Context: an optimization exercise on an open-source flow, tuned for small area, a short achievable clock period and few clock cycles. The choices shown serve that exercise and are no tape-out recipe.
The RTL was checked by simulation tests, not by an equivalence proof against the original design.
Power is estimated from default activity; no workload was simulated.

<file path="config.mk">
export PLATFORM = sky130hd
export DESIGN_NAME = meh16
export DESIGN_NICKNAME = meh16
export VERILOG_FILES = /design/flow/design.v
export SDC_FILE = /design/flow/constraint.sdc
export NUM_CORES = 4
export LEC_CHECK = 0
export CAP_MARGIN = 20
export CORE_MARGIN = 2
export CORE_UTILIZATION = 50
export CTS_BUF_LIST = sky130_fd_sc_hd__clkbuf_8
export CTS_CLUSTER_SIZE = 30
export SLEW_MARGIN = 20
</file>
<file path="constraint.sdc">
create_clock -name core_clock -period 8.5 [get_ports {clk}]
set_input_delay 1.7000 -clock core_clock [delete_from_list [all_inputs] [get_ports {clk}]]
set_output_delay 1.7000 -clock core_clock [all_outputs]
set_load 0.01 [all_outputs]
</file>
<file path="design.v">
module meh16(
    input clk,
    input rst,
    input[15:0] in_port,
    output[15:0] out_port,
    output[11:0] mem_addr,
    output[15:0] mem_wdata,
    output mem_we,
    input[15:0] mem_rdata,
    output halted
);
localparam S_F = 4'd0;   
localparam S_M = 4'd1;   
localparam S_W = 4'd2;   
localparam S_P = 4'd3;   
localparam S_X = 4'd4;   
localparam S_L = 4'd5;   
localparam S_R = 4'd6;   
localparam S_T = 4'd7;   
localparam S_B = 4'd8;   
localparam S_C = 4'd9;   
localparam S_Z = 4'd10;  
localparam E_NONE  = 5'd0;
localparam E_LD    = 5'd1;
localparam E_ADD   = 5'd2;
localparam E_ADC   = 5'd3;
localparam E_SUB   = 5'd4;
localparam E_SBB   = 5'd5;
localparam E_AND   = 5'd6;
localparam E_OR    = 5'd7;
localparam E_XOR   = 5'd8;
localparam E_INC   = 5'd9;
localparam E_DEC   = 5'd10;
localparam E_RTL   = 5'd11;
localparam E_RTR   = 5'd12;
localparam E_NOT   = 5'd13;
localparam E_CLW   = 5'd14;
localparam E_MIW   = 5'd15;
localparam E_BWS   = 5'd16;
localparam E_BWC   = 5'd17;
localparam E_CLRC  = 5'd18;
localparam E_INCNC = 5'd19;
localparam E_MWO   = 5'd20;
localparam E_BOS   = 5'd21;
localparam E_BOC   = 5'd22;
localparam E_CLO   = 5'd23;
reg[11:0] pc;
reg[15:0] d;
reg[15:0] a;
reg c;
reg[15:0] outr;
reg[11:0] sp;
reg halt;
reg[3:0] st;
reg[4:0] eop;
reg lr;          
reg sq;          
reg sel_pc, sel_d, sel_sp, sel_a;
reg we;
reg wsel_pc;
assign mem_addr = ({12{sel_pc}} & pc) | ({12{sel_d}} & d[11:0]) |
                  ({12{sel_sp}} & sp) | ({12{sel_a}} & a[11:0]);
assign mem_wdata = wsel_pc ? {4'b0, pc} : a;
assign mem_we = we;
assign out_port = outr;
assign halted = halt;
wire[15:0] ins = mem_rdata;
wire[3:0] op = ins[15:12];
wire grp0 = (ins[15:10] == 6'b0);
wire[2:0] bg = ins[6:4];
wire[3:0] lo = ins[3:0];
wire[11:0] pc_inc = pc + 12'd1;
wire z_a = (a == 16'b0);
wire e_a = (eop == E_ADD) || (eop == E_ADC) || (eop == E_SUB) ||
           (eop == E_SBB) || (eop == E_AND) || (eop == E_OR) ||
           (eop == E_XOR) || (eop == E_INC) || (eop == E_DEC) ||
           (eop == E_RTL) || (eop == E_RTR) || (eop == E_NOT) ||
           (eop == E_CLW) || (eop == E_MIW) || (eop == E_BWS) ||
           (eop == E_BWC) || (eop == E_INCNC);
wire e_c = (eop == E_ADD) || (eop == E_ADC) || (eop == E_SUB) ||
           (eop == E_SBB) || (eop == E_INC) || (eop == E_DEC);
wire c_f = (eop == E_RTR) ? a[0] : (eop == E_RTL) ? a[15] :
           (eop == E_CLRC) ? 1'b0 : c;
wire lr_cond = d[15] ? ((d[13:12] == 2'b00) ? z_a :
                        (d[13:12] == 2'b01) ? c : a[15])
                     : a[d[3:0]];
wire squash = sq | (lr & lr_cond);
wire[11:0] redirect = (lr & d[15]) ? d[11:0] : pc_inc;
wire go = (st == S_F) && !halt && !squash;
wire take = (op == 4'hB) || ((op == 4'hC) && z_a && !e_a) ||
            ((op == 4'hD) && c_f && !e_c) || ((op == 4'hE) && a[15] && !e_a);
wire late = (((op == 4'hC) || (op == 4'hE)) && e_a) || ((op == 4'hD) && e_c) ||
            (grp0 && (bg == 3'd3));
reg[3:0] st_n;
always @(*) begin
    st_n = S_F;
    case (st)
        S_F: if (go) begin
            if (op != 4'h0) begin
                if (op == 4'hF) st_n = S_W;
                else if (op <= 4'hA) st_n = S_M;
            end else if (ins[11:10] != 2'b00) begin
                st_n = S_X;
            end else begin
                case (bg)
                    3'd6: st_n = S_T;
                    3'd7: if (lo >= 4'd2) st_n = S_B;
                    3'd0: case (lo)
                        4'h6: st_n = S_C;
                        4'h7, 4'h8: st_n = S_P;
                        4'hE: st_n = S_W;
                        4'hF: st_n = S_Z;
                        default: ;
                    endcase
                    default: ;
                endcase
            end
        end
        S_X: st_n = (d[11:10] == 2'b11) ? S_R : S_L;
        S_B: st_n = (d[3:0] == 4'd2) ? S_F : S_B;
        default: st_n = S_F;
    endcase
end
wire we_n = go && ((op == 4'h2) || (op == 4'hF) ||
                   (grp0 && (bg == 3'd0) && ((lo == 4'h8) || (lo == 4'hE))));
reg[4:0] eop_n;
reg[4:0] eop_f;      
reg[4:0] eop_m;      
always @(*) begin
    eop_f = E_NONE;
    if (bg == 3'd1) eop_f = E_BWS;
    else if (bg == 3'd2) eop_f = E_BWC;
    else if (bg == 3'd4) eop_f = E_BOS;
    else if (bg == 3'd5) eop_f = E_BOC;
    else if (bg == 3'd7) eop_f = (lo == 4'd0) ? E_CLRC : E_RTL;
    else if (bg == 3'd0) begin
        if (lo == 4'h1) eop_f = E_INC;
        else if (lo == 4'h2) eop_f = E_DEC;
        else if (lo == 4'h3) eop_f = E_RTL;
        else if (lo == 4'h4) eop_f = E_RTR;
        else if ((lo == 4'h5) || (lo == 4'h6)) eop_f = E_NOT;
        else if (lo == 4'h9) eop_f = E_MWO;
        else if (lo == 4'hA) eop_f = E_MIW;
        else if (lo == 4'hB) eop_f = E_CLW;
        else if (lo == 4'hC) eop_f = E_CLO;
    end
    eop_m = E_NONE;
    if (d[15:12] == 4'h1) eop_m = E_LD;
    else if (d[15:12] == 4'h3) eop_m = E_ADD;
    else if (d[15:12] == 4'h4) eop_m = E_ADC;
    else if (d[15:12] == 4'h5) eop_m = E_SUB;
    else if (d[15:12] == 4'h6) eop_m = E_SBB;
    else if (d[15:12] == 4'h8) eop_m = E_AND;
    else if (d[15:12] == 4'h9) eop_m = E_OR;
    else if (d[15:12] == 4'hA) eop_m = E_XOR;
    eop_n = E_NONE;
    if (st == S_F) begin
        if (go && grp0) eop_n = eop_f;
    end else if (st == S_M) eop_n = eop_m;
    else if (st == S_P) begin
        if (d[3:0] == 4'h7) eop_n = E_LD;
    end else if (st == S_L) eop_n = E_LD;
    else if (st == S_B) eop_n = E_RTL;
    else if (st == S_C) eop_n = E_INCNC;
end
wire sp_dec = (st == S_W);
wire[12:0] sp_sum2 = {sp, 1'b1} + {(sp_dec ? 12'hFFF : {2'b00, d[9:0]}), !sp_dec};
wire[11:0] sp_sum = sp_sum2[12:1];
wire[15:0] mask = 16'b1 << d[3:0];
reg[15:0] yv;
reg sub;
reg cin;
always @(*) begin
    yv = 16'b0;
    sub = 1'b0;
    cin = 1'b0;
    case (eop)
        E_ADD: yv = d;
        E_ADC: begin yv = d; cin = c; end
        E_SUB: begin yv = d; sub = 1'b1; cin = 1'b1; end
        E_SBB: begin yv = d; sub = 1'b1; cin = !c; end
        E_INC, E_INCNC: cin = 1'b1;
        E_DEC: sub = 1'b1;
        E_RTL: yv = a;
        default: ;
    endcase
end
wire[17:0] sum2 = {1'b0, a, 1'b1} + {1'b0, yv ^ {16{sub}}, cin};
wire[15:0] sum = sum2[16:1];
wire cout = sum2[17];
reg[15:0] a_e;
reg a_w;
reg c_e;
reg c_w;
always @(*) begin
    a_e = sum;
    a_w = 1'b1;
    c_e = cout;
    c_w = 1'b0;
    case (eop)
        E_LD: a_e = d;
        E_ADD, E_ADC, E_INC, E_RTL: c_w = 1'b1;
        E_SUB, E_DEC: begin c_e = !cout; c_w = 1'b1; end
        E_SBB: begin c_e = !cout && !(c && (&d)); c_w = 1'b1; end
        E_INCNC: ;
        E_AND: a_e = a & d;
        E_OR: a_e = a | d;
        E_XOR: a_e = a ^ d;
        E_RTR: begin a_e = {1'b0, a[15:1]}; c_e = a[0]; c_w = 1'b1; end
        E_NOT: a_e = ~a;
        E_CLW: a_e = 16'b0;
        E_MIW: a_e = in_port;
        E_BWS: a_e = a | mask;
        E_BWC: a_e = a & ~mask;
        E_CLRC: begin a_w = 1'b0; c_e = 1'b0; c_w = 1'b1; end
        default: a_w = 1'b0;
    endcase
end
wire clr = rst || (st == S_Z);
always @(posedge clk) begin
    if (clr) begin
        a <= 16'b0;
        c <= 1'b0;
        outr <= 16'b0;
        sp <= 12'hFFF;
    end else begin
        if (a_w) a <= a_e;
        if (c_w) c <= c_e;
        case (eop)
            E_MWO: outr <= a;
            E_BOS: outr <= outr | mask;
            E_BOC: outr <= outr & ~mask;
            E_CLO: outr <= 16'b0;
            default: ;
        endcase
        if (st == S_W) sp <= sp_sum;
        else if ((st == S_X) && (d[11:10] != 2'b01)) sp <= sp_sum;
    end
end
always @(posedge clk) begin
    if (rst) begin
        pc <= 12'b0;
    end else begin
        case (st)
            S_F: if (!halt) begin
                if (squash) pc <= redirect;
                else if (take) pc <= ins[11:0];
                else pc <= pc_inc;
            end
            S_W: if (d[15]) pc <= d[11:0];
            S_R: pc <= ins[11:0];
            S_Z: pc <= 12'b0;
            default: ;
        endcase
    end
end
always @(posedge clk) begin
    d[15:12] <= mem_rdata[15:12];
    d[11:4] <= (st == S_X) ? sp_sum[11:4] : mem_rdata[11:4];
    d[3:0] <= (st == S_X) ? sp_sum[3:0] : (st == S_B) ? (d[3:0] - 4'd1) : mem_rdata[3:0];
end
always @(posedge clk) begin
    if (rst) begin
        st <= S_F;
        eop <= E_NONE;
        lr <= 1'b0;
        sq <= 1'b0;
        halt <= 1'b0;
        we <= 1'b0;
        wsel_pc <= 1'b0;
        sel_pc <= 1'b1;
        sel_d <= 1'b0;
        sel_sp <= 1'b0;
        sel_a <= 1'b0;
    end else begin
        st <= st_n;
        eop <= eop_n;
        lr <= go && late;
        sq <= (st == S_T) && in_port[d[3:0]];
        if (go && grp0 && (bg == 3'd0) && (lo == 4'hD)) halt <= 1'b1;
        we <= we_n;
        wsel_pc <= go && (op == 4'hF);
        sel_d <= (st_n == S_M) || (st_n == S_L) || (st_n == S_R);
        sel_sp <= (st_n == S_W);
        sel_a <= (st_n == S_P);
        sel_pc <= !((st_n == S_M) || (st_n == S_L) || (st_n == S_R) ||
                    (st_n == S_W) || (st_n == S_P));
    end
end
endmodule
</file>
<file path="flow/run.sh">
#!/bin/bash
set -euo pipefail
W=$PWD
sed "s#^source \$::env(SCRIPTS_DIR)/synth.tcl#source $W/flow_synth_body.tcl#" \
    synth_recipe.tcl > flow_synth.tcl
sed "s#^source \$::env(SCRIPTS_DIR)/synth_preamble.tcl\$#&\nset abc_args [list -script $W/flow/area.abc {*}\$lib_args {*}\$lib_dont_use_args -constr \$::env(OBJECTS_DIR)/abc.constr]#" \
    "$FLOW_HOME/scripts/synth.tcl" > flow_synth_body.tcl
grep -q "flow_synth_body.tcl" flow_synth.tcl
grep -q "flow/area.abc" flow_synth_body.tcl
bash standard.sh "SYNTH_SCRIPT=$W/flow_synth.tcl" \
    "BUFFER_PORTS_ARGS=-buffer_cell sky130_fd_sc_hd__buf_2" \
    SETUP_SLACK_MARGIN=5.2 finish > flow_make.log 2>&1
test -s out/final.def
</file>
<file path="flow/area.abc">
strash
&get -n
&st
&dch
&nf
&put
topo
</file>
<file path="standard.sh">
#!/bin/bash
# synth_recipe.tcl (not shown) runs the flow's synth.tcl, then flattens the netlist and writes it again
# the make line also repeats each setting of config.mk as NAME=value (left out here)
make -C /OpenROAD-flow-scripts/flow DESIGN_CONFIG=/design/flow/config.mk WORK_HOME=/design/flow/orfs CLKGATE_MAP_FILE= SYNTH_SCRIPT=/design/flow/synth_recipe.tcl "${@:-finish}"
</file>
==> flow_metrics.py, run 1 <==
metrics = {
    "drt": {
        "drt_first_iter_violations": 1288,
        "aggregate_routed_wire_length_mm": 35.0,
        "routed-via-count": 10300,
        "drc_markers": 0,
        "via_per_inst": 6.85,
        "antenna_left": 0,
        "dr.pass1.iters": 6,
        "detail_route.wl_per_cell_um": 23.2,
    },
    "power": {
        "power.switching_fraction_pct": 40.4,
        "intPower_uw": 728,
        "power_consumption_mw": 1.22,
        "vdd.ir_drop.worst_mv": 0.112,
        "power_per_cell_area_mw_per_mm2": 120,
        "seq_power_share_pct": 43.0,
        "static_leak_nw": 4.01,
        "clock_power_share_pct": 24.7,
        "netSwitchingPower_uw": 493,
        "combPwrFrac_pct": 32.2,
    },
    "sta": {
        "tightestPinTransition_ns": 1.14,
        "report.final.slew_viol_count": 0,
        "timing_hold_violations_final": 0,
        "setup_repair_after_global_routing_missed_its_margin": "true",
        "min_period_ns": 3.29,
        "clock_skew_ns": 0.00713,
        "worst_slack_ns": 5.21,
        "totalNegativeSetupSlack_ns": 0,
        "setup_viol_count_final": 0,
        "achievable-frequency_ghz": 0.304,
        "layout_worst_path_cycle_share_pct": 38.7,
        "slew_headroom_pct": 24.0,
    },
    "job": {
        "maxCapViolCount": 0,
    },
    "finish": {
        "layout-area-overhead-vs-synth_pct": 23.6,
        "num-nets-final": 1357,
        "post_route_cells_drive_above_1_share_pct": 20.5,
        "final_util_pct": 63.7,
        "non_filler_instance_count_after_layout": 1509,
    },
    "logic_synthesis": {
        "synth.top_cell.area_share_pct": 22.1,
        "synthSimpleGateAreaFrac_pct": 24.7,
        "ys_ff_latch": 91,
        "synth_sequential_area_ratio_pct": 22.1,
        "postSynthNetCount": 1197,
        "synth-edff-count": 0,
        "post_synth_xor_area_fraction_pct": 7.22,
        "muxShareOfSynthArea_pct": 3.91,
        "synth-adder-area-share_pct": 5.49,
        "synthesis.area_mm2": 0.00825,
        "largest_family_of_logic_cells_by_synthesized_area": "compound AO/OA/AOI/OAI gates",
        "synth_compound_area_share_pct": 35.9,
        "netlist.top_cell.by_area": "dfxtp_1",
        "postSynthCellCount": 1128,
        "syn-mean-instance-area_um2": 7.31,
        "synth_top_flop_cell": "dfxtp_1",
        "netlist-cell-type-count": 61,
        "post_synth_main_area_contributors": "dfxtp_1 (22%), a21oi_1 (8.0%), nand2_1 (7.7%)",
        "synthesis.yosys.warnings": 1,
        "synthArstFlopShare_pct": 0,
    },
    "critical_path": {
        "worst_setup_path_end_kind": "output port",
        "rrSetupSlack_ns": 5.22,
        "number_of_gates_on_the_worst_path_with_buffers_counted": 2,
        "family_of_cells_with_the_greatest_summed_delay_on_the_critical_path": "flip-flops",
        "worstPathArrival_ns": 1.59,
        "worstPathMaxFanout": 13,
        "crit_chain": "mux2_1 -> buf_2",
        "path_class": "register to output port",
        "critical_path.startpoint_type": "register",
        "worstReg2RegEnd": "c",
        "r2r_worst_path_depth": 15,
        "timing.critical_path.to": "mem_wdata[1]",
        "worst-endpoint-required_ns": 6.80,
        "cp_slowest_stage_delay_ns": 0.84,
        "critical_path.slowest_cell": "dfxtp_1",
        "reg2reg_from": "eop[2]",
        "cp.buffers_inverters": 1,
        "setup.worst_path.start": "a[1]",
    },
    "placed_design": {
        "gpl.final_weighted_congestion": 0.955,
        "quantity_of_i_o_buffers_inserted_on_ports": 79,
        "pre_cts_ws_ns": 4.56,
        "dp_hpwl_mm": 23.9,
        "placed_cells_incl_taps": 1445,
    },
    "die": {
        "core_area_mm2": 0.0160,
        "floorplan.initialDensity_pct": 51.5,
        "floorplan.die_area_mm2": 0.0175,
        "placementRows": 46,
        "floorplan.io_pins": 80,
        "width_of_the_chip_um": 132,
        "fp.dieH_um": 132,
    },
    "clocking": {
        "cts.htree.levels": 3,
        "clock_tree_from_tritoncts": "done",
        "total_clock_sinks": 91,
        "max-clock-path-buffers": 2,
        "clkLatencyLatePin_ns": 0.40,
        "cts_made_buffers": 9,
        "clock_transition_at_the_register_clock_pins_on_the_worst_setup_and_hold_paths_after_cts_ns": 0.11,
        "root_buffer_master": "clkbuf_8",
    },
    "global_routing": {
        "overflow": 0,
        "first_global_vias": 9137,
        "grt_antenna_before_repair": 0,
        "grt_pass1_wl_mm": 52.5,
        "track_usage_pct": 37.9,
        "grt_max_degree": 30,
    },
    "min_path": {
        "hold_class": "register to register",
    },
    "status": {
        "status": "finished clean",
    },
}
==> synth_stat cells, types with 6 or more instances <==
| master | n |
|---|---|
| nand2_1 | 170 |
| and3_1 | 8 |
| nand4_1 | 8 |
| nand3_1 | 24 |
| nor2_1 | 114 |
| a21o_1 | 6 |
| nand2b_1 | 24 |
| and2_0 | 8 |
| a21oi_1 | 131 |
| o22ai_1 | 19 |
| mux2_1 | 10 |
| o21ai_0 | 93 |
| a222oi_1 | 12 |
| xnor2_1 | 24 |
| o2111ai_1 | 27 |
| clkinv_1 | 15 |
| nor3_1 | 20 |
| nor4_1 | 14 |
| a211o_1 | 14 |
| mux4_2 | 8 |
| a221oi_1 | 15 |
| nor3b_1 | 7 |
| a31oi_1 | 23 |
| nand3b_1 | 6 |
| o211ai_1 | 21 |
| o21a_1 | 8 |
| dfxtp_1 | 91 |
| xor2_1 | 44 |
| a22oi_1 | 47 |
| ha_1 | 33 |
| nor2b_1 | 16 |
| o31ai_1 | 6 |
| a211oi_1 | 11 |
==> sequential cells by signal, indices dropped and copies added (netlist names), 4 cells and up <==
signal and cells:
a 16, d 16, eop 5, outr 16
pc 12, sp 12, st 4
==> worst min path at each step <==
stage	start	endpoint	slack, ns	cells past startpoint
after detailed placement	sp[4]	sp[4]	0.51	2
final	sp[4]	sp[4]	0.52	2
after global routing	sp[8]	sp[8]	0.55	2
after CTS	sp[4]	sp[4]	0.52	2
after floorplan	pc[11]	pc[11]	0.46	2
after global placement	sp[4]	sp[4]	0.50	2
==> kinds of logic (layout without fill, tap and decap cells) <==
group | count (synthesis) | count (layout)
AO/OA/AOI/OAI | 458 | 458
AND/OR/NAND/NOR | 440 | 440
flip-flops | 91 | 91
XOR/XNOR | 68 | 68
adder cells (fa/ha/maj) | 35 | 35
multiplexers | 21 | 21
buffers and inverters | 15 | 179
other | 0 | 1
==> tightest hold or removal path: stages (launching register included) <==
cell      delay [ns]
dfxtp_1         0.34
nand2_1         0.06
o211ai_1        0.07
==> stage by stage <==
| stage | hold WS (ns) | area [um2] |
|---|---|---|
| 2_1_floorplan | 0.461 | 8260 |
| 4_1_cts | 0.520 | 9500 |
| 3_3_place_gp | 0.503 | 9110 |
| 3_5_place_dp | 0.508 | 9120 |
| 6_report | 0.519 | 10200 |
| 5_1_grt | 0.552 | 10200 |
==> layout make-up <==
| cell class | count | area (um2) |
|---|---|---|
| Sequential cell | 91 | 1860 |
| Timing Repair Buffer | 149 | 1010 |
| Fill cell | 1490 | 5810 |
| Tap cell | 216 | 270 |
| Inverter | 15 | 65.1 |
| Clock inverter | 5 | 37.5 |
| Multi-Input combinational cell | 1022 | 6810 |
| Antenna cell | 1 | 2.50 |
| Clock buffer | 10 | 138 |
==> cells in the final DEF, fill, tap and decap left out, types with 8 or more instances in the layout <==
cell type / netlist / layout
dfxtp_1: 91 / 73
nor2_1: 114 / 108
nand2b_1: 24 / 22
mux4_2: 8 / 8
and2_0: 8 / 8
xor2_1: 44 / 44
a21oi_1: 131 / 122
a211o_1: 14 / 14
nor4_1: 14 / 10
buf_2: 0 / 79
a222oi_1: 12 / 12
o21ai_0: 93 / 84
o2111ai_1: 27 / 27
a221oi_1: 15 / 15
a31oi_1: 23 / 22
a211oi_1: 11 / 9
xnor2_1: 24 / 24
clkinv_1: 15 / 13
nand3_1: 24 / 24
o211ai_1: 21 / 21
nor2b_1: 16 / 14
ha_1: 33 / 24
nor3_1: 20 / 14
mux2_1: 10 / 10
clkbuf_8: 0 / 10
buf_4: 0 / 59
and3_1: 8 / 8
nand4_1: 8 / 8
nand2_1: 170 / 161
dfxtp_2: 0 / 11
o22ai_1: 19 / 18
a22oi_1: 47 / 44
==> layer usage <==
layer / global-route usage (%) / part of all wire, %
met4: 18.2 / 4.9
met5: 0 / 0
met1: 51.7 / 40
met2: 58.8 / 45
met3: 5.79 / 10
==> power by group through the flow <==
stage	Combinational [mW]	Sequential (mW)	Clock (mW)
6_report	0.394	0.526	0.302
5_1_grt	0.426	0.526	0.313
4_1_cts	0.353	0.520	0.302
3_5_place_dp	0.345	0.529	0
3_3_place_gp	0.343	0.530	0
2_1_floorplan	0.226	0.505	0
==> repair_timing <==
action | in CTS | in global routing
setup buffers | 11 | 36
gates resized for setup | 31 | 100
pin swaps | 4 | 42
cloned | 0 | 1
endpoints found under the setup margin | 56 | 45
hold buffers | 0 | 0
Testbench counts, summed over its fixed seeds: cycles 87,416.
==> inputs of run 2 (changes only) <==
--- a/flow/run.sh
+++ b/flow/run.sh
@@ -10,4 +10,4 @@
 bash standard.sh "SYNTH_SCRIPT=$W/flow_synth.tcl" \
     "BUFFER_PORTS_ARGS=-buffer_cell sky130_fd_sc_hd__buf_2" \
-    SETUP_SLACK_MARGIN=5.2 finish > flow_make.log 2>&1
+    SETUP_SLACK_MARGIN=5.3 finish > flow_make.log 2>&1
 test -s out/final.def
--- a/config.mk
+++ b/config.mk
@@ -8,5 +8,5 @@
 export CAP_MARGIN = 20
 export CORE_MARGIN = 2
-export CORE_UTILIZATION = 50
+export CORE_UTILIZATION = 45
 export CTS_BUF_LIST = sky130_fd_sc_hd__clkbuf_8
 export CTS_CLUSTER_SIZE = 30
==> run 2 against run 1 <==
Compared with the run above: sequential share of layout area decreased by 0.84 points; global-route usage decreased by 1.5 points; critical endpoint is now c; total power increased by 11%; critical path type is now register to register; sequential power decreased by 1%; register-to-register slack got worse by 0.14 ns; still clean; design area increased by 6.8%; via count increased by 2.3%; routed wire length increased by 9.7%.
==> flow_metrics.py, run 2 <==
metrics = {
    "status": {
        "status": "finished clean",
    },
    "sta": {
        "setup_repair_after_global_routing_missed_its_margin": "true",
        "clock_skew_ns": 0.0138,
        "setup_viol_count_final": 0,
        "totalNegativeSetupSlack_ns": 0,
        "slew_headroom_pct": 29.8,
        "layout_worst_path_cycle_share_pct": 40.2,
        "report.final.slew_viol_count": 0,
        "achievable-frequency_ghz": 0.293,
        "timing_hold_violations_final": 0,
        "min_period_ns": 3.42,
        "worst_slack_ns": 5.08,
        "tightestPinTransition_ns": 1.05,
    },
    "critical_path": {
        "crit_chain": "or3b_4 -> nor2_4 -> buf_6 -> a22oi_2 -> xor2_1 -> buf_4 -> ha_2 -> nand2_1 -> nor2_2 -> buf_4 -> nand2_1 -> o21ai_4 -> a211oi_4 -> nor3b_2 -> a211oi_2 -> a21oi_1",
        "path_class": "register to register",
        "worst_setup_path_end_kind": "register",
        "rrSetupSlack_ns": 5.08,
        "family_of_cells_with_the_greatest_summed_delay_on_the_critical_path": "simple AND/OR/NAND/NOR gates",
        "number_of_gates_on_the_worst_path_with_buffers_counted": 16,
        "worst-endpoint-required_ns": 8.84,
        "worstPathArrival_ns": 3.76,
        "reg2reg_from": "eop[3]",
        "worstReg2RegEnd": "c",
        "worstPathMaxFanout": 6,
        "r2r_worst_path_depth": 16,
        "cp.buffers_inverters": 3,
        "critical_path.slowest_cell": "or3b_4",
        "critical_path.startpoint_type": "register",
        "cp_slowest_stage_delay_ns": 0.41,
    },
    "finish": {
        "layout-area-overhead-vs-synth_pct": 32.0,
        "num-nets-final": 1387,
        "reg.largest.list": "a (16), d (16), outr (16)",
        "stdcell_area_mm2": 0.0109,
        "layout_common_cells": "nand2_1 (161), a21oi_1 (118), nor2_1 (105)",
        "layout_commonest_cell": "nand2_1",
        "post_route_cells_drive_above_1_share_pct": 24.7,
        "insertedDiodeCount": 0,
    },
    "drt": {
        "aggregate_routed_wire_length_mm": 38.4,
        "route.met2.wl_mm": 17.4,
        "drt_first_iter_violations": 1213,
        "routed-via-count": 10600,
        "detail_route.wl_per_cell_um": 24.8,
        "antenna_left": 0,
        "detail_route.wirelength.met1_mm": 15.1,
        "drc_markers": 0,
        "met3RoutedLength_mm": 3.68,
        "dr.pass1.iters": 7,
        "via_per_inst": 6.81,
        "top_layer_in_use": "met4",
    },
    "logic_synthesis": {
        "synth_top_flop_cell": "dfxtp_1",
        "synthMostInstantiatedCell": "nand2_1",
        "ys_ff_latch": 91,
        "synth-edff-count": 0,
        "synthesis.area_mm2": 0.00825,
        "synth_top_cells_by_count": "nand2_1 (170), a21oi_1 (131), nor2_1 (114)",
        "post_synth_main_area_contributors": "dfxtp_1 (22%), a21oi_1 (8.0%), nand2_1 (7.7%)",
        "synth_sequential_area_ratio_pct": 22.1,
        "syn-mean-instance-area_um2": 7.31,
        "netlist-cell-type-count": 61,
        "synthArstFlopShare_pct": 0,
        "netlist.top_cell.by_area": "dfxtp_1",
        "synthesis.yosys.warnings": 1,
        "synth.top_cell.area_share_pct": 22.1,
        "postSynthCellCount": 1128,
        "postSynthNetCount": 1197,
    },
    "power": {
        "static_leak_nw": 4.24,
        "netSwitchingPower_uw": 501,
        "power_per_cell_area_mw_per_mm2": 125,
        "power.switching_fraction_pct": 36.8,
        "seq_power_share_pct": 38.2,
        "intPower_uw": 859,
        "vdd.ir_drop.worst_mv": 0.0878,
        "clock_power_share_pct": 29.7,
        "combPwrFrac_pct": 32.1,
        "power_consumption_mw": 1.36,
    },
    "global_routing": {
        "overflow": 0,
        "grt_antenna_before_repair": 0,
        "grt_max_degree": 46,
        "grt_pass1_wl_mm": 55.4,
        "first_global_vias": 9630,
        "track_usage_pct": 36.5,
    },
    "placed_design": {
        "gpl.final_weighted_congestion": 0.955,
        "dp_hpwl_mm": 24.2,
        "quantity_of_i_o_buffers_inserted_on_ports": 79,
        "pre_cts_ws_ns": 4.09,
        "placed_cell_area_mm2": 0.00915,
    },
    "die": {
        "floorplan.die_area_mm2": 0.0194,
        "placementRows": 49,
        "fp.dieH_um": 139,
        "width_of_the_chip_um": 139,
        "floorplan.initialDensity_pct": 45.9,
        "core_area_mm2": 0.0180,
        "floorplan.io_pins": 80,
    },
    "clocking": {
        "clock_transition_at_the_register_clock_pins_on_the_worst_setup_and_hold_paths_after_cts_ns": 0.10,
        "cts.htree.levels": 3,
        "total_clock_sinks": 91,
        "root_buffer_master": "clkbuf_8",
        "clock_tree_from_tritoncts": "done",
        "max-clock-path-buffers": 2,
        "clkLatencyLatePin_ns": 0.40,
        "holdBufCountCts": 0,
        "cts_made_buffers": 9,
    },
    "job": {
        "maxCapViolCount": 0,
    },
    "min_path": {
        "min-delay-start": "pc[1]",
        "timing.hold.worst_endpoint": "pc[1]",
        "min_path_cells": 2,
        "hold_class": "register to register",
    },
}
## run 2: cells by family after synthesis
| group | synth area share (%) |
|---|---|
| AO/OA/AOI/OAI | 35.9 |
| XOR/XNOR | 7.22 |
| AND/OR/NAND/NOR | 24.7 |
| flip-flops | 22.1 |
| multiplexers | 3.91 |
| adder cells (fa/ha/maj) | 5.49 |
| buffers and inverters | 0.683 |
## run 2: worst register-to-register path, delay by kind of cell, from the launching register on
family	cells	cell delay [ns]
DFF	1	0.39
xor gates and xnor gates	1	0.27
buffers and inverters	3	0.46
adders and majority gates	1	0.26
AOI/OAI and AO/OA	5	0.71
and+or+nand+nor	6	1.28
## run 2: worst max-delay path by stage
stage          startpoint  endpoint  slack [ns]
3_3_place_gp       eop[1]         c        4.14
4_1_cts            eop[3]         c        5.14
5_1_grt            eop[3]         c        5.03
6_report           eop[3]         c        5.08
3_5_place_dp       eop[1]         c        4.09
2_1_floorplan      eop[2]         c        5.22
## run 2: routing by layer
| metal | vias to the layer above | track usage [%] |
|---|---|---|
| met2 | 632 | 58.8 |
| met5 | - | 0 |
| met3 | 161 | 5.40 |
| li1 | 4768 | - |
| met1 | 5012 | 47.3 |
| met4 | 0 | 19.2 |
## run 2: final cells by class
cell class,count,area (um2)
Fill cell,1690,7070
Clock buffer,9,124
Clock inverter,7,133
Timing Repair Buffer,176,1380
Tap cell,229,287
Multi-Input combinational cell,1025,7010
Sequential cell,91,1900
Inverter,15,61.3
## run 2: timing repair
| action | in CTS | in global routing |
|---|---|---|
| endpoints found under the setup margin | 83 | 52 |
| gates resized for setup | 76 | 140 |
| endpoints found under the hold margin | 0 | 0 |
| pin swaps | 12 | 75 |
| cloned | 2 | 3 |
| setup buffers | 26 | 48 |
## run 2: power by group through the flow
stage	clock (mW)	combinational, mW	sequential (mW)
2_1_floorplan	0	0.227	0.505
3_3_place_gp	0	0.349	0.529
3_5_place_dp	0	0.350	0.529
4_1_cts	0.407	0.370	0.517
5_1_grt	0.426	0.469	0.520
6_report	0.404	0.437	0.519
## run 2: metrics by stage
stage                     hold slack, ns  std cells  utilization (%)
final                              0.514       1552             60.6
after global routing               0.542       1552             60.6
after CTS                          0.522       1501             55.1
after detailed placement           0.508       1457             51.0
after global placement             0.499       1457             51.0
after floorplan                    0.461       1128                -

[afterwards: timing with drivers on the ports]
Ports are ideal in the flow. The routed layouts listed here were re-timed in OpenROAD. Step 1 sets driving cells, clkbuf_16 on the clock port and buf_2 on the other inputs (assumed; they add their load-dependent delay and slew). Step 2 moves the port delays by t, midway between the first and last clock arrival at a register: inputs arrive t later, outputs are due t later. That takes back most of the time a late clock gives input paths. a / b / c = ideal / step 1 / step 2; a / b = the first two.
| run | t (ns) | slack for setup (ns) | hold slack, ns | worst slew at a driven data input, ns | cell pins on the clock port's net |
|---|---|---|---|---|---|
| run 1 | 0.432 | 5.206 / 5.166 / 4.907 | 0.519 / 0.519 / 0.519 | 0.04 | 1 |
| run 2 | 0.440 | 5.083 / 5.083 / 4.847 | 0.514 / 0.514 / 0.514 | 0.07 | 1 |
After both steps setup and hold are still met in every run listed. The setup slack of run 1, which loses most, moves by -0.040 ns with the drivers and by -0.299 ns with both steps.
